Context: an optimization exercise on an open-source flow, tuned for small area and a short achievable clock period. The choices shown serve that exercise and are no tape-out recipe. Function was checked by simulation only, so behaviour that the tests miss may differ from the original.

**run.sh**
```bash
#!/bin/bash
# synth_recipe.tcl (not shown) runs the flow's synth.tcl, then flattens the netlist and writes it again
# the make line also repeats each setting of config.mk as NAME=value (left out here)
make -C /OpenROAD-flow-scripts/flow DESIGN_CONFIG=/design/flow/config.mk WORK_HOME=/design/flow/orfs CLKGATE_MAP_FILE= SYNTH_SCRIPT=/design/flow/synth_recipe.tcl finish
```
**config.mk**
```make
export PLATFORM = sky130hd
export DESIGN_NAME = HW
export DESIGN_NICKNAME = HW
export VERILOG_FILES = /design/flow/design.v
export SDC_FILE = /design/flow/constraint.sdc
export NUM_CORES = 4
export LEC_CHECK = 0
export CAP_MARGIN = 20
export CORE_MARGIN = 2
export CORE_UTILIZATION = 40
export SLEW_MARGIN = 20
```
**constraint.sdc**
```tcl
create_clock -name core_clock -period 9.0 [get_ports {clk}]
set_input_delay 1.8000 -clock core_clock [delete_from_list [all_inputs] [get_ports {clk}]]
set_output_delay 1.8000 -clock core_clock [all_outputs]
set_load 0.01 [all_outputs]
```
**design.v**
```verilog
module HW(clk, rst, din, do0, do1, do2, count, di0, mo);
    input clk ;
    input rst ;
    localparam  dSize = 10;
    input [dSize*5-1:0] din ;
    output [dSize*3*3-1:0] mo ;
    output [dSize*3-1:0] di0 ;
    output reg [6:0] count ;
    always @(posedge clk, posedge rst) begin
        if (rst)
            count <= 0;
        else if (count == 10)
            count <= 0;
        else
            count <= count + 6'd1;
    end
    output [dSize-1:0] do0;
    output [dSize-1:0] do1;
    output [dSize-1:0] do2;
    reg [dSize-1:0] d0[0:2];
    reg [dSize-1:0] d1[0:2];
    reg [dSize-1:0] d2[0:2];
    assign di0 = { d0[2],d0[1],d0[0] };
    matrix #(.lSize(3), .dSize(dSize)) ma0(clk, rst, { d0[0],d0[1],d0[2] }, do0, mo);
    matrix #(.lSize(3), .dSize(dSize)) ma1(clk, rst, { d1[0],d1[1],d1[2] }, do1);
    matrix #(.lSize(3), .dSize(dSize)) ma2(clk, rst, { d2[0],d2[1],d2[2] }, do2);
    wire [dSize-1:0] data[0:4];
    generate
        genvar  i6 ;
        for ( i6 = 0; i6 < 5 ; i6 = i6 + 1) begin :rows
            assign data[i6] = din[dSize*i6 +: dSize];
        end
    endgenerate
    always @(posedge clk, posedge rst) begin
        if (rst) begin
            d0[0] <= 0;
            d0[1] <= 0;
            d0[2] <= 0;
            d1[0] <= 0;
            d1[1] <= 0;
            d1[2] <= 0;
            d2[0] <= 0;
            d2[1] <= 0;
            d2[2] <= 0;
        end else     begin
            d0[0] <= data[0];
            d0[1] <= data[1];
            d0[2] <= data[2];
            d1[0] <= data[1];
            d1[1] <= data[2];
            d1[2] <= data[3];
            d2[0] <= data[2];
            d2[1] <= data[3];
            d2[2] <= data[4];
        end
    end
endmodule
module matrix  ( clk, rst, ds, dOut, mo);
    parameter lSize = 3;
    parameter dSize = 3;
    input clk;
    input rst;
    input [0:dSize*lSize-1] ds;
    output [dSize-1:0] dOut ;
    reg [dSize-1:0] m[0:(lSize*lSize)-1];
    wire [dSize-1:0] a[0:(lSize*lSize)-1];
    output [dSize*lSize*lSize-1:0] mo ;
    assign mo = {m[8], m[7], m[6], m[5], m[4], m[3], m[2],m[1], m[0]};
    unit #(.dSize(dSize), .h(10'd4)) u0(m[0], 10'd0,a[0]);
    unit #(.dSize(dSize), .h(10'd4)) u1(m[1], a[0] ,a[1]);
    unit #(.dSize(dSize), .h(10'd4)) u2(m[2], a[1] ,a[2]);
    unit #(.dSize(dSize), .h(10'd3)) u3(m[3], a[2] ,a[3]);
    unit #(.dSize(dSize), .h(10'd3)) u4(m[4], a[3] ,a[4]);
    unit #(.dSize(dSize), .h(10'd3)) u5(m[5], a[4] ,a[5]);
    unit #(.dSize(dSize), .h(10'd2)) u6(m[6], a[5] ,a[6]);
    unit #(.dSize(dSize), .h(10'd2)) u7(m[7], a[6] ,a[7]);
    unit #(.dSize(dSize), .h(10'd2)) u8(m[8], a[7] ,a[8]);
    wire [dSize-1:0] d[0:lSize-1];
    generate
        genvar  i0 ;
        for ( i0 = 0; i0 < lSize; i0 = i0 + 1) begin :N
            assign d[i0] = ds[dSize*i0 : dSize*(i0+1)-1];
        end
    endgenerate
    integer i2;
    integer i3;
    integer i4;
    always @(posedge clk, posedge rst) begin
        if (rst) begin
            for ( i2 = 0; i2 < (lSize*lSize) ; i2 = i2 + 1)
                m[i2] <= 0;
        end else begin
            for ( i3 = 0; i3 < lSize ; i3 = i3 + 1)
            m[i3] <= d[i3];
            for ( i4 = lSize; i4 < (lSize*lSize) ; i4 = i4 + 1)
            m[i4] <= m[i4-lSize];
        end
    end
    assign dOut = a[(lSize*lSize)-1];
endmodule
module unit (dIn, aIn, aOut);
    parameter dSize = 3;
    parameter h = 1;
    input [dSize-1 :0] dIn;
    input [dSize-1 :0] aIn;
    output [dSize-1 :0] aOut;
    wire [dSize-1:0] snap;
    assign snap = dIn * h;
    assign aOut = aIn + snap;
endmodule
```
==> run summary, run 1 <==
- Core ar.: between 0.02 and 0.03 mm2
- Worst Path Arrival: 6800 ps
- Final Hold Violating Endpoints: 0
- Commonest non-fill, non-tap cells in the layout: 207 x clkdlybuf4s50_1, 205 x dfrtp_1, 194 x inv_1
- Most common cell after layout, fill and taps aside: clkdlybuf4s50_1
- Mean Syn Cell Area: about 14 um2
- Status: timing/DRC/antenna clean
- IO Port Bufs: approximately 210
- CTS tree: built
- Hold Crit Start: d2[2][2]$_DFF_PP0_
- Deepest clock path buffer count: 3
- Yosys cell types: 29
- Crit start category: register
- Drt wl/cell: 16.1 um
- Area Overhead vs Synth: 30.1%
- Placement Cell Area: between 0.01 and 0.015 mm2
- CTS root buffer: clkbuf_16
- Final WS setup: 397 ps
- Post-layout net count: 1,346
- Share of cells above drive strength 1: 4.05%
- Synthesis warning total: 7
- Post-CTS setup buffer count: 0
- Fill count: roughly 2.5k
- Post-route ant nets: 0
- Antenna violations before repair: 0
- Post-CTS sizing: 0
- Clock-pin slew on the worst setup and hold paths: about 60 ps
- Worst-Margin Slew: 890 ps
- CP Max Fanout: 5
- Max transition margin: around two fifths
- Post-Syn Instances: approximately 840
- Initial core utilization: between 40% and 50%
- TritonRoute pass-1 iters: 4
- Hold_buf cts: 0
- Crit path from: ma1.m[3][1]$_DFF_PP0_
- Die ar.: roughly 0.030 mm2
- Clk_skew: roughly 18 ps
- Slew Viols, Final: 0
- Max-cap check violation count: 0
- Crit. End Element: primary output
- Worst slack, placed: between 600 and 700 ps
- Hold Crit Class: reg2reg
- Final setup vio count: 0
- Largest net degree at the start of global routing: around 130
- Final design area excluding fillers: approximately 0.015 mm2
- FFs w/ async S/R, synth: 100%
- # rows: just over 60
- DRC: 0
- Setup_tns: 0 ps
- Synthesized area: about 0.011 mm2
- Die height: ~170 um
- H-tree depth: 1
- Die Span X: around 170 um
- Ports: 209
- Clk sink count: around 210
- Post-layout min period: 8600 ps
- Vias in the first global route: a little over 7k
- Ant diodes: 0
- All-Layer GR Usage: 16.7%
- Total CTS buffers: 25
- Post-synthesis sequential area ratio: roughly 45%
- First-pass GRT wire length: 39,400 um
- Period Utilization, post-route: approximately 96%
- Flop and latch count out of synthesis: a little over 200
- Main flop type after synthesis: dfrtp_1
- Routed wire length: 23,700 um
- Hold WS: between 300 and 400 ps
- RSZ-0062 raised after global routing: false
- GPL Wtd Cong: 0.822
- Clock latency on the worst-skew pair: 530 ps
- Initial drt markers: 183
- Via-to-Cell Ratio: 4.39
- EDFF count, synth: 0
- Worst Path Required: roughly 7000 ps
- Setup CP Type: reg2out
- Total grt overflow: 0
- Worst r2r src: count[2]$_DFF_PP0_
- HPWL Detailed: ~19,000 um
- Total number of vias: about 6.4k
- Fmax: 0.116 GHz
-- cell usage after synthesis, types with 3 or more instances --
master      n  share of area, %
dfrtp_1   205                45
inv_1     195               6.4
fa_1      156                27
xnor2_1    69               5.3
ha_1       66               7.2
a21oi_1    30               1.3
xor2_1     25               1.9
a21o_1     18               1.2
nor2_1     18              0.59
o21ai_0    11              0.48
o21bai_1    6              0.39
nand3_1     4              0.18
o21a_1      4              0.26
xnor3_1     4              0.79
and3_1      3              0.16
nor2b_1     3              0.16
-- worst paths after layout --
path | to | slack (ps) | cells after the start
min in group asynchronous | ma1.m[6][9]$_DFF_PP0_ | 1820 | 2
worst max register to register | count[2]$_DFF_PP0_ | 7850 | 3
max in group asynchronous | ma1.m[5][3]$_DFF_PP0_ | 5920 | 3
worst max-delay path | do0[9] | 400 | 21
worst min register to register | ma2.m[2][2]$_DFF_PP0_ | 340 | 0
worst min-delay path | ma2.m[2][2]$_DFF_PP0_ | 340 | 0
-- per-layer routing --
| layer | vias to the layer above | GRT usage [%] | routed length (um) |
|---|---|---|---|
| li1 | 3009 | - | - |
| met1 | 3207 | 21.8 | 9720 |
| met2 | 178 | 28.1 | 11800 |
| met3 | 35 | 4.62 | 1650 |
| met4 | 0 | 3.64 | 511 |
| met5 | - | 0 | 0 |
-- state kept, by name (all words and copies together), names as in the netlist --
signal  cells
count       7
d0         10
d1         30
d2         10
ma0.m      30
ma1.m      79
ma2.m      39
-- stage by stage --
step                      instances  utilization, %
after detailed placement       1423            50.1
after global routing           1465            53.2
after global placement         1423            50.1
final                          1465            53.2
after floorplan                 835               -
after CTS                      1465            53.1
-- cells by family (layout without fill, tap and decap cells) --
| logic type | after synthesis | count (layout) | share of synthesized area, % |
|---|---|---|---|
| and+or+nand+nor | 36 | 36 | 1.48 |
| adders and majority gates | 224 | 224 | 34.8 |
| xor gates and xnor gates | 99 | 99 | 8.23 |
| AOI/OAI and AO/OA | 76 | 76 | 4.17 |
| DFF | 205 | 205 | 44.9 |
| buffers and inverters | 195 | 447 | 6.41 |
-- area by class of cell --
type | instances | area, um2 | share of cell area (%)
repair buffers | 210 | 2100 | 14.2
flip-flops and latches | 205 | 5130 | 34.5
clock buffers | 35 | 703 | 4.73
inverters | 195 | 739 | 4.98
clock inverters | 7 | 143 | 0.960
well taps | 378 | 473 | 3.18
multi-input cells | 435 | 5560 | 37.4
-- critical path, stage by stage (launching register included) --
cell and delay (ps):
dfrtp_1 420, ha_1 300, a21o_1 180, a21oi_1 300, o21bai_1 110, a21oi_1 210
xor2_1 360, fa_1 480, inv_1 80, fa_1 440, fa_1 520, fa_1 540
inv_1 50, fa_1 490, inv_1 40, ha_1 320, o21ai_1 130, a21boi_0 160
o21a_1 190, nor2_1 200, xnor3_1 250, clkdlybuf4s50_1 500
==> run 2: changes to the inputs <==
==> design.v (replaced) <==
module HW(clk, rst, din, do0, do1, do2, count, di0, mo);
    input clk;
    input rst;
    input [49:0] din;
    output reg [9:0] do0;
    output reg [9:0] do1;
    output reg [9:0] do2;
    output [6:0] count;
    output [29:0] di0;
    output [89:0] mo;
    reg [3:0] cnt;
    assign count = {3'b000, cnt};
    reg [29:0] x012;      
    reg [19:0] x34;       
    reg [89:0] hist;      
    reg [9:0] d0, d1, d2;
    reg [8:0] e0, e1, e2;
    assign di0 = x012;
    assign mo = hist;
    wire [9:0] x0 = x012[9:0];
    wire [9:0] x1 = x012[19:10];
    wire [9:0] x2 = x012[29:20];
    wire [9:0] x3 = x34[9:0];
    wire [9:0] x4 = x34[19:10];
    always @(posedge clk, posedge rst) begin
        if (rst) begin
            cnt <= 4'd0;
            x012 <= 30'd0;
            x34 <= 20'd0;
            hist <= 90'd0;
            do0 <= 10'd0; do1 <= 10'd0; do2 <= 10'd0;
            d0 <= 10'd0; d1 <= 10'd0; d2 <= 10'd0;
            e0 <= 9'd0; e1 <= 9'd0; e2 <= 9'd0;
        end else begin
            cnt <= (cnt == 4'd10) ? 4'd0 : cnt + 4'd1;
            x012 <= din[29:0];
            x34 <= din[49:30];
            hist <= {hist[59:0], x012};
            do0 <= {x0[7:0], 2'b00} + {x1[7:0], 2'b00} + {x2[7:0], 2'b00} + d0 + {d0[8:0], 1'b0} + {e0, 1'b0};
            do1 <= {x1[7:0], 2'b00} + {x2[7:0], 2'b00} + {x3[7:0], 2'b00} + d1 + {d1[8:0], 1'b0} + {e1, 1'b0};
            do2 <= {x2[7:0], 2'b00} + {x3[7:0], 2'b00} + {x4[7:0], 2'b00} + d2 + {d2[8:0], 1'b0} + {e2, 1'b0};
            d0 <= x0 + x1 + x2;
            d1 <= x1 + x2 + x3;
            d2 <= x2 + x3 + x4;
            e0 <= d0[8:0];
            e1 <= d1[8:0];
            e2 <= d2[8:0];
        end
    end
endmodule
==> flow/run.sh (new file) <==
#!/bin/bash
# Layout flow: the standard ORFS flow, with extra ORFS settings from flow/extra.mk
# appended to config.mk (smaller port buffers, repair targets). Each tool's output goes
# to a log file in this folder.
set -euo pipefail
here=$(pwd)
cat "$here/flow/extra.mk" >> "$here/config.mk"
bash "$here/standard.sh" > "$here/orfs_make.log" 2>&1
==> flow/extra.mk (new file) <==
export BUFFER_PORTS_ARGS = -buffer_cell sky130_fd_sc_hd__buf_1
==> standard.sh (new file) <==
#!/bin/bash
# synth_recipe.tcl (not shown) runs the flow's synth.tcl, then flattens the netlist and writes it again
# the make line also repeats each setting of config.mk as NAME=value (left out here)
make -C /OpenROAD-flow-scripts/flow DESIGN_CONFIG=/design/flow/config.mk WORK_HOME=/design/flow/orfs CLKGATE_MAP_FILE= SYNTH_SCRIPT=/design/flow/synth_recipe.tcl "${@:-finish}"
--- a/config.mk
+++ b/config.mk
@@ -10,2 +10,3 @@
 export CORE_UTILIZATION = 40
 export SLEW_MARGIN = 20
+export BUFFER_PORTS_ARGS = -buffer_cell sky130_fd_sc_hd__buf_1
removed: run.sh
==> run 2 against run 1 <==
Net effect:
- still clean on timing, DRC and antenna
- final area fell by 20%
- count of clock-buffer cells in the layout fell by 1
- synthesized area is 14% lower
- utilization fell by 4.2 points
- sequential share of layout area grew 14 points
- cell count decreased by 15%
- setup slack improved by 5100 ps
- non-clock buffer count shrank 3
- largest cell class is now registers
- highest routed layer unchanged
==> run summary, run 2 <==
- Initial core utilization: 40.4% (-0.45 points)
- DRC: 0 (unchanged)
- Top reg by flops: hist
- Biggest regs: hist x90, x012 x30, x34 x20
- Total grt overflow: 0 (unchanged)
- Mean Syn Cell Area: 14.6 um2 (+7.0%)
- Yosys top cell by area: dfrtp_1
- CTS root buffer: clkbuf_16
- Via-to-Cell Ratio: 4.31 (-1.8%)
- Mux cell area share after synthesis: 0.102% (+0.10 points)
- GPL Wtd Cong: 0.730 (-11%)
- Clock latency on the worst-skew pair: 530 ps (about the same)
- H-tree depth: 1 (unchanged)
- Yosys cell types: 29 (unchanged)
- Placed Instances: 1,195 (-16%)
- Status: timing/DRC/antenna clean
- Die Span X: 160 um (-7.3%)
- Clock-pin slew on the worst setup and hold paths: 60 ps (about the same)
- Utilization after layout: 49.0% (-4.2 points)
- Post-Synth XOR/XNOR Area: 5.20% (-3.0 points)
- # rows: 57 (-6.6%)
- Initial drt markers: 239 (+31%)
- Worst Path Required: 9450 ps (+2250 ps)
- Clk_skew: 9.44 ps (-9.04 ps)
- Setup_tns: 0 ps (unchanged)
- Worst-Margin Slew: 798 ps (-91.7 ps)
- Area Overhead vs Synth: 21.3%
- Post-CTS sizing: 0 (unchanged)
- Total CTS buffers: 26 (+4.0%)
- Hold Crit Class: reg2reg
- FFs w/ async S/R, synth: 100% (unchanged)
- TritonRoute pass-1 iters: 4 (unchanged)
- Post-synthesis compound-gate area fraction: 4.16% (about the same)
- Main area contributors after synthesis: dfrtp_1 58%, fa_1 20%, inv_1 5.9%, ha_1 5.0%, xnor2_1 3.9%
- Die ar.: 0.0257 mm2 (-14%)
- Worst Path Arrival: 3920 ps (-2880 ps)
- Period Utilization, post-route: 38.5% (-57 points)
- Main flop type after synthesis: dfrtp_1
- Largest family of logic cells by synthesized area: adder cells
- Setup CP Type: reg2reg
- Most common cell after layout, fill and taps aside: dfrtp_1
- Hold_buf cts: 0 (unchanged)
- Max-cap check violation count: 0 (unchanged)
- HPWL Detailed: 14,100 um (-26%)
- RSZ-0062 raised after global routing: false
- Top-count cell post-synth: dfrtp_1
- CP Max Fanout: 5 (unchanged)
- Routed wire length: 18,400 um (-22%)
- Largest net degree at the start of global routing: 107 (-15%)
- Deepest clock path buffer count: 3 (unchanged)
- Crit start category: register
- Max transition margin: 46.8% (+6.1 points)
- Post-Syn Instances: 668 (-20%)
- Synthesis warning total: 1 (-6)
- Post-route ant nets: 0 (unchanged)
- Fmax: 0.288 GHz (+150%)
- Core ar.: 0.0242 mm2 (-13%)
- EDFF count, synth: 0 (unchanged)
- Share of cells above drive strength 1: 5.66% (+1.6 points)
- Total number of vias: 5,359 (-17%)
- Die height: 160 um (-7.3%)
- Post-layout net count: 1,086 (-19%)
- Antenna violations before repair: 2 (+2)
- Max reg flops: 90 (+14%)
- Post-CTS setup buffer count: 0 (unchanged)
- Commonest non-fill, non-tap cells in the layout: 228 x dfrtp_1, 205 x buf_1, 152 x inv_1
- IO Port Bufs: 205 (-1.4%)
- Slew Viols, Final: 0 (unchanged)
- CTS tree: built
- Flop and latch count out of synthesis: 228 (+11%)
- Crit. End Element: register
- Post-Synth Adder-Cell Area: 24.7% (-10 points)
- Final cell count without fillers: 1,244 (-15%)
- Drt wl/cell: 14.8 um (-8.4%)
- Post-synth top cells: 228 x dfrtp_1, 153 x inv_1, 96 x fa_1
- Synthesized area: 0.00977 mm2 (-14%)
- Post-layout min period: 3470 ps (-5140 ps)
- Final setup vio count: 0 (unchanged)
- Clk sink count: 228 (+11%)
- Post-synthesis sequential area ratio: 58.4% (+13 points)
- Vias in the first global route: 5,764 (-19%)
- Top-area cell type share of the netlist area: 58.4% (+13 points)
- First-pass GRT wire length: 30,300 um (-23%)
- Simple-gate portion of the synthesized area: 1.10% (-0.38 points)
- All-Layer GR Usage: 15.1% (-1.7 points)
- Ports: 209 (unchanged)
- Final Hold Violating Endpoints: 0 (unchanged)
==> run 2: changes by cell type after synthesis, moves of 14 or more <==
| cell | before | now |
|---|---|---|
| xnor2_1 | 69 | 43 |
| dfrtp_1 | 205 | 228 |
| a21oi_1 | 30 | 16 |
| inv_1 | 195 | 153 |
| ha_1 | 66 | 39 |
| fa_1 | 156 | 96 |
==> run 2: critical path, stage by stage (launching register included) <==
cell and delay (ps):
dfrtp_1 480, inv_1 90, fa_1 480, inv_1 70
fa_1 530, inv_1 50, fa_1 530, inv_1 70
ha_1 290, a21o_1 150, a21oi_1 240, o21bai_1 100
a21oi_1 190, xnor2_1 130
==> run 2: kinds of logic after synthesis <==
| logic type | after synthesis |
|---|---|
| xor+xnor | 58 |
| simple gates | 22 |
| mux | 1 |
| fa+ha+maj | 135 |
| buf+inv | 159 |
| flops | 228 |
| other cells | 1 |
| compound gates | 64 |
==> run 2: worst paths after layout <==
kind | start | to | slack (ps) | cells after the start
setup / recovery | x012[23]$_DFF_PP0_ | do0[9]$_DFF_PP0_ | 5530 | 13
hold / removal | hist[3]$_DFF_PP0_ | hist[33]$_DFF_PP0_ | 360 | 0
setup reg to reg | x012[23]$_DFF_PP0_ | do0[9]$_DFF_PP0_ | 5530 | 13
hold reg to reg | hist[3]$_DFF_PP0_ | hist[33]$_DFF_PP0_ | 360 | 0
max in group asynchronous | rst | do2[5]$_DFF_PP0_ | 6270 | 3
min in group asynchronous | rst | cnt[0]$_DFF_PP0_ | 1410 | 2
==> run 2: area by class of cell <==
type	count	area, um2
Antenna cell	2	5.00
Inverter	153	582
Tap cell	324	405
Fill cell	2177	12300
Sequential cell	228	5710
Timing Repair Buffer	207	785
Multi-Input combinational cell	283	3450
Clock inverter	13	151
Clock buffer	34	762
==> run 2: through the flow <==
stage               hold slack (ps)  area [um2]  setup WS [ps]
global placement                354       10900           5590
CTS                             365       11800           5500
finish                          364       11800           5530
detailed placement              357       10900           5500
floorplan                       354        9780            952
global route                    383       11800           5310
==> run 2: per-layer routing <==
metal / global-route usage, % / wire, um
met1: 19.5 / 7640
met2: 24.7 / 8780
met3: 4.83 / 1510
met4: 4.05 / 475
met5: 0 / 0
==> run 3: changes to the inputs <==
==> flow/extra.mk (replaced) <==
export BUFFER_PORTS_ARGS = -buffer_cell sky130_fd_sc_hd__buf_1
export SYNTH_ARGS = -noabc
--- a/config.mk
+++ b/config.mk
@@ -11,2 +11,3 @@
 export SLEW_MARGIN = 20
 export BUFFER_PORTS_ARGS = -buffer_cell sky130_fd_sc_hd__buf_1
+export SYNTH_ARGS = -noabc
==> run 3 against run 2 <==
Net effect:
- still clean
- via count down 9.2%
- synthesized cell count down 22%
- clock skew up 0.91 ps
- hold slack better by 7.3 ps
- non-clock buffer count down 1
- largest cell class unchanged
==> run summary, run 3 <==
- Crit path cell chain: fa_1, fa_1, fa_1, ha_1, fa_1, a21oi_1, nor2_1, nor2_1, xnor2_1
- Synthesis warning total: 1 (unchanged)
- Share of cells above drive strength 1: 5.84% (+0.17 points)
- Largest net degree at the start of global routing: 156 (+46%)
- Clock latency on the worst-skew pair: 510 ps (-20 ps)
- Largest delay contributor family on the critical path: adder cells
- Reg2reg end: do2[8]$_DFF_PP0_
- Top-area cell type share of the netlist area: 61.8% (+3.4 points)
- Clock-pin slew on the worst setup and hold paths: 60 ps (about the same)
- Core ar.: 0.0226 mm2 (-6.4%)
- Post-synthesis sequential area ratio: 61.8% (+3.4 points)
- Slew Viols, Final: 0 (unchanged)
- Initial drt markers: 228 (-4.6%)
- Via-to-Cell Ratio: 4.60 (+6.8%)
- Total CTS buffers: 25 (-3.8%)
- EDFF count, synth: 0 (unchanged)
- Mean Syn Cell Area: 17.6 um2 (+21%)
- Total grt overflow: 0 (unchanged)
- First-pass GRT wire length: 27,900 um (-8.1%)
- Post-route ant nets: 0 (unchanged)
- Worst Path Arrival: 3770 ps (-150 ps)
- Worst-Margin Slew: 878 ps (+79.9 ps)
- Post-layout net count: 942 (-13%)
- Max transition margin: 41.5% (-5.3 points)
- Clk sink count: 228 (unchanged)
- Worst Path Required: 9430 ps (-20 ps)
- Synthesized area: 0.00924 mm2 (-5.5%)
- RSZ-0062 raised after global routing: false
- Setup CP Type: reg2reg
- All-Layer GR Usage: 14.6% (-0.44 points)
- DRC: 0 (unchanged)
- Hold Crit Start: hist[34]$_DFF_PP0_
- FFs w/ async S/R, synth: 100% (unchanged)
- CTS tree: built
- Most frequent CP cell: fa_1
- Hold path depth: 0 (unchanged)
- Post-layout min period: 3350 ps (-120 ps)
- Top-count cell post-synth: dfrtp_1
- Hold Crit Class: reg2reg
- Post-synth top cells: 228 x dfrtp_1, 96 x fa_1, 41 x ha_1
- Hold_buf cts: 0 (unchanged)
- Met1 GRT Util: 19.6% (+0.055 points)
- Status: timing/DRC/antenna clean
- GRT met2 Usage: 24.3% (-0.38 points)
- Reg2reg setup slack: 5650 ps (+120 ps)
- Post-CTS setup buffer count: 0 (unchanged)
- Slowest CP cell: fa_1
- Post-Syn Instances: 524 (-22%)
- Slowest stage delay, CP: 680 ps (+150 ps)
- Die height: 156 um (-2.7%)
- Area Overhead vs Synth: 21.6%
- IO Port Bufs: 205 (unchanged)
- Final Hold Violating Endpoints: 0 (unchanged)
- H-tree depth: 1 (unchanged)
- Top reg by flops: hist
- Worst r2r src: x012[22]$_DFF_PP0_
- GPL Wtd Cong: 0.760 (+4.1%)
- Yosys cell types: 29 (unchanged)
- R2r worst-path depth: 9 (-4)
- Total number of vias: 4,864 (-9.2%)
- Flop and latch count out of synthesis: 228 (unchanged)
- Commonest non-fill, non-tap cells in the layout: 228 x dfrtp_1, 205 x buf_1, 96 x fa_1
- Max reg flops: 90 (unchanged)
- CTS root buffer: clkbuf_16
- HPWL Detailed: 12,900 um (-8.3%)
- Clk_skew: 10.4 ps (+0.913 ps)
- Drt wl/cell: 16.3 um (+10%)
- Max-cap check violation count: 0 (unchanged)
- Biggest regs: hist x90, x012 x30, x34 x20
- Deepest clock path buffer count: 3 (unchanged)
- Die ar.: 0.0243 mm2 (-5.3%)
- Ports: 209 (unchanged)
- Buffers and inverters on the worst path: 0 (-4)
- Post-CTS sizing: 0 (unchanged)
- Most common cell after layout, fill and taps aside: dfrtp_1
- Crit start category: register
- Main area contributors after synthesis: dfrtp_1 62%, fa_1 21%, ha_1 5.6%, xnor2_1 3.8%, xor2_1 1.7%
- Main flop type after synthesis: dfrtp_1
- Die Span X: 156 um (-2.7%)
- Fmax: 0.299 GHz (+3.6%)
- Fill count: 1,953 (-10%)
- Routed wire length: 17,300 um (-6.2%)
- Antenna violations before repair: 1 (-1)
- Hold endpoint: hist[64]$_DFF_PP0_
- Crit. End Element: register
- Initial core utilization: 40.8% (+0.38 points)
- Setup_tns: 0 ps (unchanged)
- Final setup vio count: 0 (unchanged)
- Yosys top cell by area: dfrtp_1
- Met3 Usage GRT: 3.22% (-1.6 points)
- CP Max Fanout: 5 (unchanged)
- TritonRoute pass-1 iters: 4 (unchanged)
- Final design area excluding fillers: 0.0112 mm2 (-5.2%)
- Vias in the first global route: 5,302 (-8.0%)
- Gr busiest metal: met2
- # rows: 55 (-3.5%)
- Placement Cell Area: 0.0103 mm2 (-5.4%)
- Period Utilization, post-route: 37.2% (-1.3 points)
## run 3: worst max-delay path by stage
stage                                   to  slack [ps]  depth (start not counted)          startpoint
after floorplan           cnt[0]$_DFF_PP0_         950                          1                 rst
after global placement    cnt[2]$_DFF_PP0_        5350                          3                 rst
after detailed placement  cnt[2]$_DFF_PP0_        5260                          3                 rst
after CTS                 do2[8]$_DFF_PP0_        5600                          9  x012[22]$_DFF_PP0_
after global routing      do2[8]$_DFF_PP0_        5450                          9  x012[22]$_DFF_PP0_
final                     do2[8]$_DFF_PP0_        5650                          9  x012[22]$_DFF_PP0_
## run 3: cell families (layout without fill, tap and decap cells)
logic type                 Yosys count  in the layout  share of synthesized area [%]
DFF                                228            228                           61.8
adders and majority gates          137            137                           26.4
AOI/OAI and AO/OA                   61             61                           4.21
xor gates and xnor gates            58             58                           5.50
and+or+nand+nor                     27             27                           1.38
buffers and inverters               12            257                          0.731
other                                1              4                         0.0406
## run 3: routing by layer
| metal | vias up | part of all wire, % |
|---|---|---|
| met4 | 0 | 2.3 |
| met1 | 2461 | 42 |
| li1 | 2185 | - |
| met5 | - | 0 |
| met2 | 189 | 48 |
| met3 | 29 | 7.0 |
## run 3: worst reg2reg max path, delay by kind of cell, from the launching register on
| family | cells | cell delay (ps) |
|---|---|---|
| AO/OA/AOI/OAI | 1 | 180 |
| flip-flops | 1 | 500 |
| AND/OR/NAND/NOR | 2 | 170 |
| adder cells (fa/ha/maj) | 5 | 2300 |
| XOR/XNOR | 1 | 120 |
## run 3: metrics by stage
| step | setup WS, ps | hold slack (ps) | utilization (%) | std cells |
|---|---|---|---|---|
| 2_1_floorplan | 952 | 386 | - | 526 |
| 3_3_place_gp | 5350 | 357 | 45.7 | 1011 |
| 3_5_place_dp | 5260 | 360 | 45.7 | 1011 |
| 4_1_cts | 5600 | 375 | 49.6 | 1056 |
| 5_1_grt | 5450 | 381 | 49.6 | 1057 |
| 6_report | 5650 | 371 | 49.6 | 1057 |
## run 3: layout make-up
type | count | area (um2) | area share [%]
flip-flops and latches | 228 | 5710 | 50.8
multi-input cells | 286 | 3470 | 30.9
repair buffers | 206 | 777 | 6.92
clock buffers | 29 | 641 | 5.70
well taps | 285 | 357 | 3.17
clock inverters | 16 | 244 | 2.17
inverters | 6 | 35.0 | 0.312
diodes | 1 | 2.50 | 0.0223
==> run 4: changes to the inputs <==
==> flow/extra.mk (replaced) <==
export BUFFER_PORTS_ARGS = -buffer_cell sky130_fd_sc_hd__buf_1
export SYNTH_ARGS = -noabc
export SETUP_SLACK_MARGIN = 6.0
--- a/config.mk
+++ b/config.mk
@@ -12,2 +12,3 @@
 export BUFFER_PORTS_ARGS = -buffer_cell sky130_fd_sc_hd__buf_1
 export SYNTH_ARGS = -noabc
+export SETUP_SLACK_MARGIN = 6.0
==> run 4 against run 3 <==
Net effect:
- cell count increased by 2.0%
- non-clock buffer count increased by 24
- synthesized area unchanged
- setup slack improved by 270 ps
- still clean
- highest routed layer unchanged
- via count increased by 1.8%
- count of clock-buffer cells in the layout increased by 3
- global-route usage increased by 0.21 points
- register-to-register slack improved by 280 ps
- fmax increased by 8.8%
==> run summary, run 4 <==
- Period Utilization, post-route: 34.2% (-3.0 points)
- Die Span X: 156 um (unchanged)
- Total number of vias: 4,950 (+1.8%)
- R2r worst-path depth: 8 (-1)
- Simple-gate portion of the synthesized area: 1.38% (unchanged)
- Antenna violations before repair: 0 (-1)
- Setup CP Type: reg2out
- Hold WS: 370 ps (-1.64 ps)
- Main area contributors after synthesis: dfrtp_1 62%, fa_1 21%, ha_1 5.6%, xnor2_1 3.8%, xor2_1 1.7%
- Max-cap check violation count: 0 (unchanged)
- Post-layout min period: 3080 ps (-271 ps)
- Deepest clock path buffer count: 3 (unchanged)
- First-pass GRT wire length: 28,300 um (+1.6%)
- Mux cell area share after synthesis: 0% (unchanged)
- Post-Synth Adder-Cell Area: 26.4% (unchanged)
- Initial core utilization: 40.8% (unchanged)
- Hold path depth: 0 (unchanged)
- Post-layout net count: 965 (+2.4%)
- Clk_skew: 19.3 ps (+8.92 ps)
- RSZ-0062 raised after global routing: true
- Yosys top cell by area: dfrtp_1
- # rows: 55 (unchanged)
- Post-Synth XOR/XNOR Area: 5.50% (unchanged)
- Worst Path Arrival: 1280 ps (-2490 ps)
- Commonest non-fill, non-tap cells in the layout: 206 x dfrtp_1, 198 x buf_1, 84 x fa_1
- Worst-Margin Slew: 740 ps (-138 ps)
- CTS root buffer: clkbuf_16
- DRC: 0 (unchanged)
- Routed wire length: 18,100 um (+4.7%)
- Clock latency on the worst-skew pair: 520 ps (about the same)
- Max reg flops: 90 (unchanged)
- Yosys cell types: 29 (unchanged)
- Post-route ant nets: 0 (unchanged)
- Utilization after layout: 51.1% (+1.4 points)
- Total CTS buffers: 24 (-4.0%)
- Area of the multi-input gates: 0.00356 mm2 (+2.7%)
- CP Max Fanout: 4 (-1)
- Hold Crit Start: hist[14]$_DFF_PP0_
- Reg2reg setup slack: 5930 ps (+280 ps)
- Core ar.: 0.0226 mm2 (unchanged)
- EDFF count, synth: 0 (unchanged)
- CTS tree: built
- Die ar.: 0.0243 mm2 (unchanged)
- Placement Cell Area: 0.0104 mm2 (+0.18%)
- Biggest regs: hist x90, x012 x30, x34 x20
- IO Port Bufs: 205 (unchanged)
- HPWL Detailed: 13,100 um (+1.9%)
- Worst r2r src: x012[13]$_DFF_PP0_
- Max transition margin: 50.7% (+9.2 points)
- Largest net degree at the start of global routing: 174 (+12%)
- Share of cells above drive strength 1: 15.3% (+9.4 points)
- Fmax: 0.325 GHz (+8.8%)
- FF+latch area: 0.00573 mm2 (+0.48%)
- Mean Syn Cell Area: 17.6 um2 (unchanged)
- Flop and latch count out of synthesis: 228 (unchanged)
- Hold endpoint: hist[44]$_DFF_PP0_
- Top-area cell type share of the netlist area: 61.8% (unchanged)
- Clock-pin slew on the worst setup and hold paths: 60 ps (about the same)
- Total grt overflow: 0 (unchanged)
- Initial drt markers: 169 (-26%)
- Ant diodes: 0 (-1)
- Top-count cell post-synth: dfrtp_1
- Status: timing/DRC/antenna clean
- Post-synthesis compound-gate area fraction: 4.21% (unchanged)
- Final setup vio count: 0 (unchanged)
- Top reg by flops: hist
- Main flop type after synthesis: dfrtp_1
- Reg2reg end: do0[8]$_DFF_PP0_
- Post-synth top cells: 228 x dfrtp_1, 96 x fa_1, 41 x ha_1
- Hold Crit Class: reg2reg
- Largest family of logic cells by synthesized area: adder cells
- Worst Path Required: 7200 ps (-2230 ps)
- GPL Wtd Cong: 0.720 (-5.3%)
- Area Overhead vs Synth: 25.2%
- Clk sink count: 228 (unchanged)
- Synthesized area: 0.00924 mm2 (unchanged)
- Fill count: 1,935 (-0.92%)
- Most common cell after layout, fill and taps aside: dfrtp_1
- FFs w/ async S/R, synth: 100% (unchanged)
- Synthesis warning total: 1 (unchanged)
- Final design area excluding fillers: 0.0116 mm2 (+2.9%)
- Setup_tns: 0 ps (unchanged)
- Die height: 156 um (unchanged)
- Post-synthesis sequential area ratio: 61.8% (unchanged)
- Crit start category: register
- Post-Syn Instances: 524 (unchanged)
- TritonRoute pass-1 iters: 4 (unchanged)
- All-Layer GR Usage: 14.8% (+0.21 points)
- Crit. End Element: primary output
- Slew Viols, Final: 0 (unchanged)
- Vias in the first global route: 5,388 (+1.6%)
- Final Hold Violating Endpoints: 0 (unchanged)
- Drt wl/cell: 16.8 um (+2.7%)
- Ports: 209 (unchanged)
- Via-to-Cell Ratio: 4.59 (-0.21%)
- H-tree depth: 1 (unchanged)
run 4: cell counts after synthesis:
No cell type changed its count.
run 4: worst max-delay path by stage:
stage	start	end	slack (ps)	depth (start not counted)
after floorplan	rst	cnt[0]$_DFF_PP0_	4220	1
after global placement	rst	x012[18]$_DFF_PP0_	5610	4
after detailed placement	rst	hist[58]$_DFF_PP0_	5550	4
after CTS	x012[12]$_DFF_PP0_	do0[8]$_DFF_PP0_	5920	8
after global routing	x34[3]$_DFF_PP0_	do1[9]$_DFF_PP0_	5830	9
final	x012[23]$_DFF_PP0_	di0[23]	5920	2
run 4: kinds of logic after synthesis:
| logic type | Yosys count |
|---|---|
| buf+inv | 12 |
| flops | 228 |
| xor+xnor | 58 |
| compound gates | 61 |
| other cells | 1 |
| fa+ha+maj | 137 |
| simple gates | 27 |
run 4: cell type report:
type / count / area share, %
clock inverter: 11 / 1.30
sequential: 228 / 49.6
clock buffer: 32 / 5.97
timing repair buffer: 230 / 8.99
multi-input combinational: 286 / 30.8
tap: 285 / 3.08
inverter: 6 / 0.227
run 4: critical path, stage by stage (launching register included):
cell and delay [ps]:
dfrtp_2 460, buf_4 150, buf_2 140
run 4: stage by stage:
step                      setup WS [ps]  cells
after global routing               5830   1078
after global placement             5610   1012
after floorplan                    4220    526
after CTS                          5920   1071
after detailed placement           5550   1012
final                              5920   1078
run 4: routing by layer:
metal	wire (um)	global-route usage, %	up-vias	share of wire, %
met2	8860	24.8	172	49
met3	1290	4.00	26	7.1
met5	0	0	-	0
met1	7570	19.3	2523	42
met4	367	4.06	0	2.0
li1	-	-	2229	-
run 4: timing repair:
| item | 4_1_cts | 5_1_grt |
|---|---|---|
| gates cloned | 0 | 1 |
| setup endpoints to repair | 27 | 184 |
| setup buffers | 16 | 6 |
| pin swaps | 39 | 8 |
| resized for setup | 53 | 10 |
| hold buffers | 0 | 0 |
==> run 5: changes to the inputs <==
==> design.v (replaced) <==
module HW(clk, rst, din, do0, do1, do2, count, di0, mo);
    input clk;
    input rst;
    input [49:0] din;
    output reg [9:0] do0;
    output reg [9:0] do1;
    output reg [9:0] do2;
    output [6:0] count;
    output [29:0] di0;
    output [89:0] mo;
    reg [3:0] cnt;
    assign count = {3'b000, cnt};
    reg [29:0] x012;      
    reg [19:0] x34;       
    reg [89:0] hist;      
    reg [9:0] b0, b1, b2;
    reg [8:0] c0, c1, c2;
    assign di0 = x012;
    assign mo = hist;
    wire [9:0] x0 = x012[9:0];
    wire [9:0] x1 = x012[19:10];
    wire [9:0] x2 = x012[29:20];
    wire [9:0] x3 = x34[9:0];
    wire [9:0] x4 = x34[19:10];
    wire [9:0] p12 = x1 + x2;
    wire [9:0] s0 = x0 + p12;
    wire [9:0] s1 = p12 + x3;
    wire [9:0] s2 = x2 + x3 + x4;
    always @(posedge clk, posedge rst) begin
        if (rst) begin
            cnt <= 4'd0;
            x012 <= 30'd0;
            x34 <= 20'd0;
            hist <= 90'd0;
            do0 <= 10'd0; do1 <= 10'd0; do2 <= 10'd0;
            b0 <= 10'd0; b1 <= 10'd0; b2 <= 10'd0;
            c0 <= 9'd0; c1 <= 9'd0; c2 <= 9'd0;
        end else begin
            cnt <= (cnt == 4'd10) ? 4'd0 : cnt + 4'd1;
            x012 <= din[29:0];
            x34 <= din[49:30];
            hist <= {hist[59:0], x012};
            do0 <= {s0[7:0], 2'b00} + b0;
            do1 <= {s1[7:0], 2'b00} + b1;
            do2 <= {s2[7:0], 2'b00} + b2;
            b0 <= s0 + {s0[8:0], 1'b0} + {c0, 1'b0};
            b1 <= s1 + {s1[8:0], 1'b0} + {c1, 1'b0};
            b2 <= s2 + {s2[8:0], 1'b0} + {c2, 1'b0};
            c0 <= s0[8:0];
            c1 <= s1[8:0];
            c2 <= s2[8:0];
        end
    end
endmodule
==> run.sh (new file) <==
#!/bin/bash
# synth_recipe.tcl (not shown) runs the flow's synth.tcl, then flattens the netlist and writes it again
# the make line also repeats each setting of config.mk as NAME=value (left out here)
make -C /OpenROAD-flow-scripts/flow DESIGN_CONFIG=/design/flow/config.mk WORK_HOME=/design/flow/orfs CLKGATE_MAP_FILE= SYNTH_SCRIPT=/design/flow/synth_recipe.tcl finish
--- a/config.mk
+++ b/config.mk
@@ -10,5 +10,2 @@
 export CORE_UTILIZATION = 40
 export SLEW_MARGIN = 20
-export BUFFER_PORTS_ARGS = -buffer_cell sky130_fd_sc_hd__buf_1
-export SYNTH_ARGS = -noabc
-export SETUP_SLACK_MARGIN = 6.0
removed: flow/run.sh
removed: flow/extra.mk
removed: standard.sh
==> run 5 against run 4 <==
Net effect:
- flip-flop and latch count stayed put
- global-route usage is 1.2 points higher
- synthesized area is 6.0% higher
- count of clock-buffer cells in the layout is 10 higher
- setup slack worse by 2100 ps
- highest routed layer unchanged
==> run summary, run 5 <==
- Placed Instances: 1,236 (+22%)
- Yosys cell types: 41 (+41%)
- HPWL Detailed: 15,100 um (+15%)
- Hold WS: 348 ps (-21.7 ps)
- Top-count cell post-synth: dfrtp_1
- Max-cap check violation count: 0 (unchanged)
- Worst slack, placed: 3810 ps (-1730 ps)
- Mean Syn Cell Area: 13.8 um2 (-22%)
- Status: timing/DRC/antenna clean
- Die height: 160 um (+2.9%)
- Ports: 209 (unchanged)
- Core ar.: 0.0242 mm2 (+6.8%)
- Slew Viols, Final: 0 (unchanged)
- Post-layout min period: 5150 ps (+2070 ps)
- Synthesis warning total: 1 (unchanged)
- Worst Path Arrival: 5540 ps (+4260 ps)
- Hold Crit Class: reg2reg
- Fmax: 0.194 GHz (-40%)
- # rows: 57 (+3.6%)
- Worst-Margin Slew: 920 ps (+180 ps)
- Post-CTS sizing: 0 (-100%)
- Crit start category: register
- Post-synthesis compound-gate area fraction: 7.98% (+3.8 points)
- Hold_buf cts: 0 (unchanged)
- CTS root buffer: clkbuf_16
- Post-synthesis sequential area ratio: 58.3% (-3.5 points)
- EDFF count, synth: 0 (unchanged)
- Max reg flops: 90 (unchanged)
- Post-Syn Instances: 709 (+35%)
- Placement Cell Area: 0.0122 mm2 (+18%)
- Flop and latch count out of synthesis: 228 (unchanged)
- Setup CP Type: reg2reg
- Initial core utilization: 40.5% (-0.32 points)
- RSZ-0062 raised after global routing: false
- Main area contributors after synthesis: dfrtp_1 58%, ha_1 11%, fa_1 7.6%, xnor2_1 5.5%, inv_1 2.6%
- Vias in the first global route: 6,104 (+13%)
- GPL Wtd Cong: 0.766 (+6.4%)
- Fill count: 2,010 (+3.9%)
- Final cell count without fillers: 1,282 (+19%)
- FFs w/ async S/R, synth: 100% (unchanged)
- Total grt overflow: 0 (unchanged)
- Antenna violations before repair: 0 (unchanged)
- CTS tree: built
- Initial drt markers: 270 (+60%)
- Die ar.: 0.0257 mm2 (+5.8%)
- Deepest clock path buffer count: 3 (unchanged)
- Max transition margin: 38.7% (-12 points)
- Most common cell after layout, fill and taps aside: dfrtp_1
- Final WS setup: 3850 ps (-2070 ps)
- Setup_tns: 0 ps (unchanged)
- Total CTS buffers: 25 (+4.2%)
- Top-area cell type share of the netlist area: 58.3% (-3.5 points)
- DRC: 0 (unchanged)
- IO Port Bufs: 205 (unchanged)
- All-Layer GR Usage: 16.0% (+1.2 points)
- Post-layout net count: 1,112 (+15%)
- Utilization after layout: 54.0% (+3.0 points)
- First-pass GRT wire length: 32,800 um (+16%)
- Worst Path Required: 9400 ps (+2200 ps)
- CP Max Fanout: 7 (+3)
- Top reg by flops: hist
- TritonRoute pass-1 iters: 4 (unchanged)
- Ant diodes: 0 (unchanged)
- Die Span X: 160 um (+2.9%)
- Mux cell area share after synthesis: 0.115% (+0.12 points)
- Drt wl/cell: 15.4 um (-8.2%)
- Main flop type after synthesis: dfrtp_1
- Largest net degree at the start of global routing: 103 (-41%)
- Clock-pin slew on the worst setup and hold paths: 60 ps (about the same)
- Post-Synth Adder-Cell Area: 18.3% (-8.1 points)
- Biggest regs: hist x90, x012 x30, x34 x20
- Total number of vias: 5,779 (+17%)
- Clk sink count: 228 (unchanged)
- Final design area excluding fillers: 0.0131 mm2 (+13%)
- Post-synth top cells: 228 x dfrtp_1, 84 x ha_1, 67 x inv_1
- Period Utilization, post-route: 57.2% (+23 points)
- Routed wire length: 19,800 um (+9.2%)
- Clock latency on the worst-skew pair: 520 ps (about the same)
- Met3 Usage GRT: 2.79% (-1.2 points)
- Clk_skew: 12.5 ps (-6.78 ps)
- Post-Synth XOR/XNOR Area: 8.39% (+2.9 points)
- Simple-gate portion of the synthesized area: 3.86% (+2.5 points)
- Gr busiest metal: met2
- Share of cells above drive strength 1: 5.32% (-9.9 points)
- Yosys top cell by area: dfrtp_1
- GRT met2 Usage: 26.4% (+1.6 points)
- Final setup vio count: 0 (unchanged)
- Via-to-Cell Ratio: 4.51 (-1.8%)
- Post-route ant nets: 0 (unchanged)
- Crit. End Element: register
- Area Overhead vs Synth: 33.4%
- Commonest non-fill, non-tap cells in the layout: 228 x dfrtp_1, 205 x clkdlybuf4s50_1, 84 x ha_1
- H-tree depth: 1 (unchanged)
- Met1 GRT Util: 22.2% (+2.9 points)
- Post-CTS setup buffer count: 0 (-16)
- Largest family of logic cells by synthesized area: adder cells
- Synthesized area: 0.00979 mm2 (+6.0%)
- Final Hold Violating Endpoints: 0 (unchanged)
[run 5: changes by cell type after synthesis, moves of 6 or more]
| cell | previous run | this run |
|---|---|---|
| inv_1 | 6 | 67 |
| fa_1 | 96 | 37 |
| ha_1 | 41 | 84 |
| a21oi_1 | 18 | 40 |
| xnor2_1 | 40 | 62 |
| nor2_1 | 11 | 28 |
| nor2b_1 | 4 | 16 |
| nand2_1 | 4 | 15 |
| a21o_1 | 10 | 20 |
| nor3_1 | 3 | 9 |
| xor2_1 | 18 | 24 |
[run 5: path summary, 6_finish.rpt]
| kind | start | end | slack, ps | cells after the start |
|---|---|---|---|---|
| worst max-delay path | x012[20]$_DFF_PP0_ | b1[9]$_DFF_PP0_ | 3850 | 21 |
| worst min-delay path | b1[1]$_DFF_PP0_ | do1[1]$_DFF_PP0_ | 350 | 0 |
| worst max register to register | x012[20]$_DFF_PP0_ | b1[9]$_DFF_PP0_ | 3850 | 21 |
| worst min register to register | b1[1]$_DFF_PP0_ | do1[1]$_DFF_PP0_ | 350 | 0 |
| max in group asynchronous | rst | hist[87]$_DFF_PP0_ | 5790 | 3 |
| min in group asynchronous | rst | hist[41]$_DFF_PP0_ | 1830 | 2 |
[run 5: worst max-delay path, cell delays in order (launching register included)]
cell      delay (ps)
dfrtp_1          420
ha_1             240
fa_1             400
a21o_1           190
a21oi_1          220
o21bai_1         110
a21oi_1          210
xnor2_1          130
ha_1             430
nand3_1          100
nor3_1           290
o21ai_1          180
and2b_1          260
xor2_1           170
ha_1             280
ha_1             310
o21a_1           130
nor2_1            40
a21oi_1          150
xnor3_1          250
xnor2_1          190
xnor3_1          330
[run 5: logic make-up (layout without fill, tap and decap cells)]
kind of cell,after synthesis,count (layout)
adders and majority gates,121,121
and+or+nand+nor,80,80
DFF,228,228
muxes,1,1
other,1,3
AOI/OAI and AO/OA,116,116
buffers and inverters,73,320
xor gates and xnor gates,89,89
[run 5: per-layer routing]
metal	vias to the layer above	part of all wire, %
li1	2804	-
met1	2819	46
met2	129	48
met3	27	4.4
met4	0	1.9
met5	-	0
[run 5: cell type report]
| type | instances | area, um2 | share of cell area [%] |
|---|---|---|---|
| tap | 324 | 405 | 3.10 |
| sequential | 228 | 5710 | 43.7 |
| multi-input combinational | 410 | 3790 | 29.1 |
| inverter | 67 | 259 | 1.98 |
| clock buffer | 42 | 779 | 5.97 |
| clock inverter | 4 | 48.8 | 0.374 |
| timing repair buffer | 207 | 2070 | 15.8 |

## static timing again, ports no longer ideal
The results above use ideal ports. As a check the final layouts listed here were re-extracted and re-timed, cells and wires unchanged.
Step 1 (the two cells are an assumption about what drives the block):
set clk [get_ports {clk}]
set_driving_cell -lib_cell sky130_fd_sc_hd__clkbuf_16 $clk
set_driving_cell -lib_cell sky130_fd_sc_hd__buf_2 [delete_from_list [all_inputs] $clk]
Step 2 also shifts input and output timing later by t, the mid clock arrival at the registers, as if the neighbouring blocks saw the same clock.
a / b / c = no drivers / after step 1 / after step 2; a / b = the first two.
run	shift t [ns]	setup WS [ns]	latest minus earliest clock arrival (ns)	slew at the worst register clock pin (ns)
run 1	0.565	0.397 / 0.352 / 0.916	0.021 / 0.021	0.06 / 0.06
run 2	0.561	5.533 / 5.533 / 5.533	0.011 / 0.010	0.06 / 0.06
run 3	0.546	5.653 / 5.653 / 5.601	0.011 / 0.011	0.06 / 0.06
run 4	0.556	5.925 / 5.880 / 5.927	0.020 / 0.020	0.06 / 0.06
run 5	0.554	3.854 / 3.854 / 3.854	0.013 / 0.013	0.06 / 0.06
After both steps setup and hold are still met in every run listed. For run 3, which loses most, drivers alone change the setup slack by 0.000 ns; drivers and shift together by -0.052 ns. The worst setup slack also covers recovery checks on asynchronous resets.
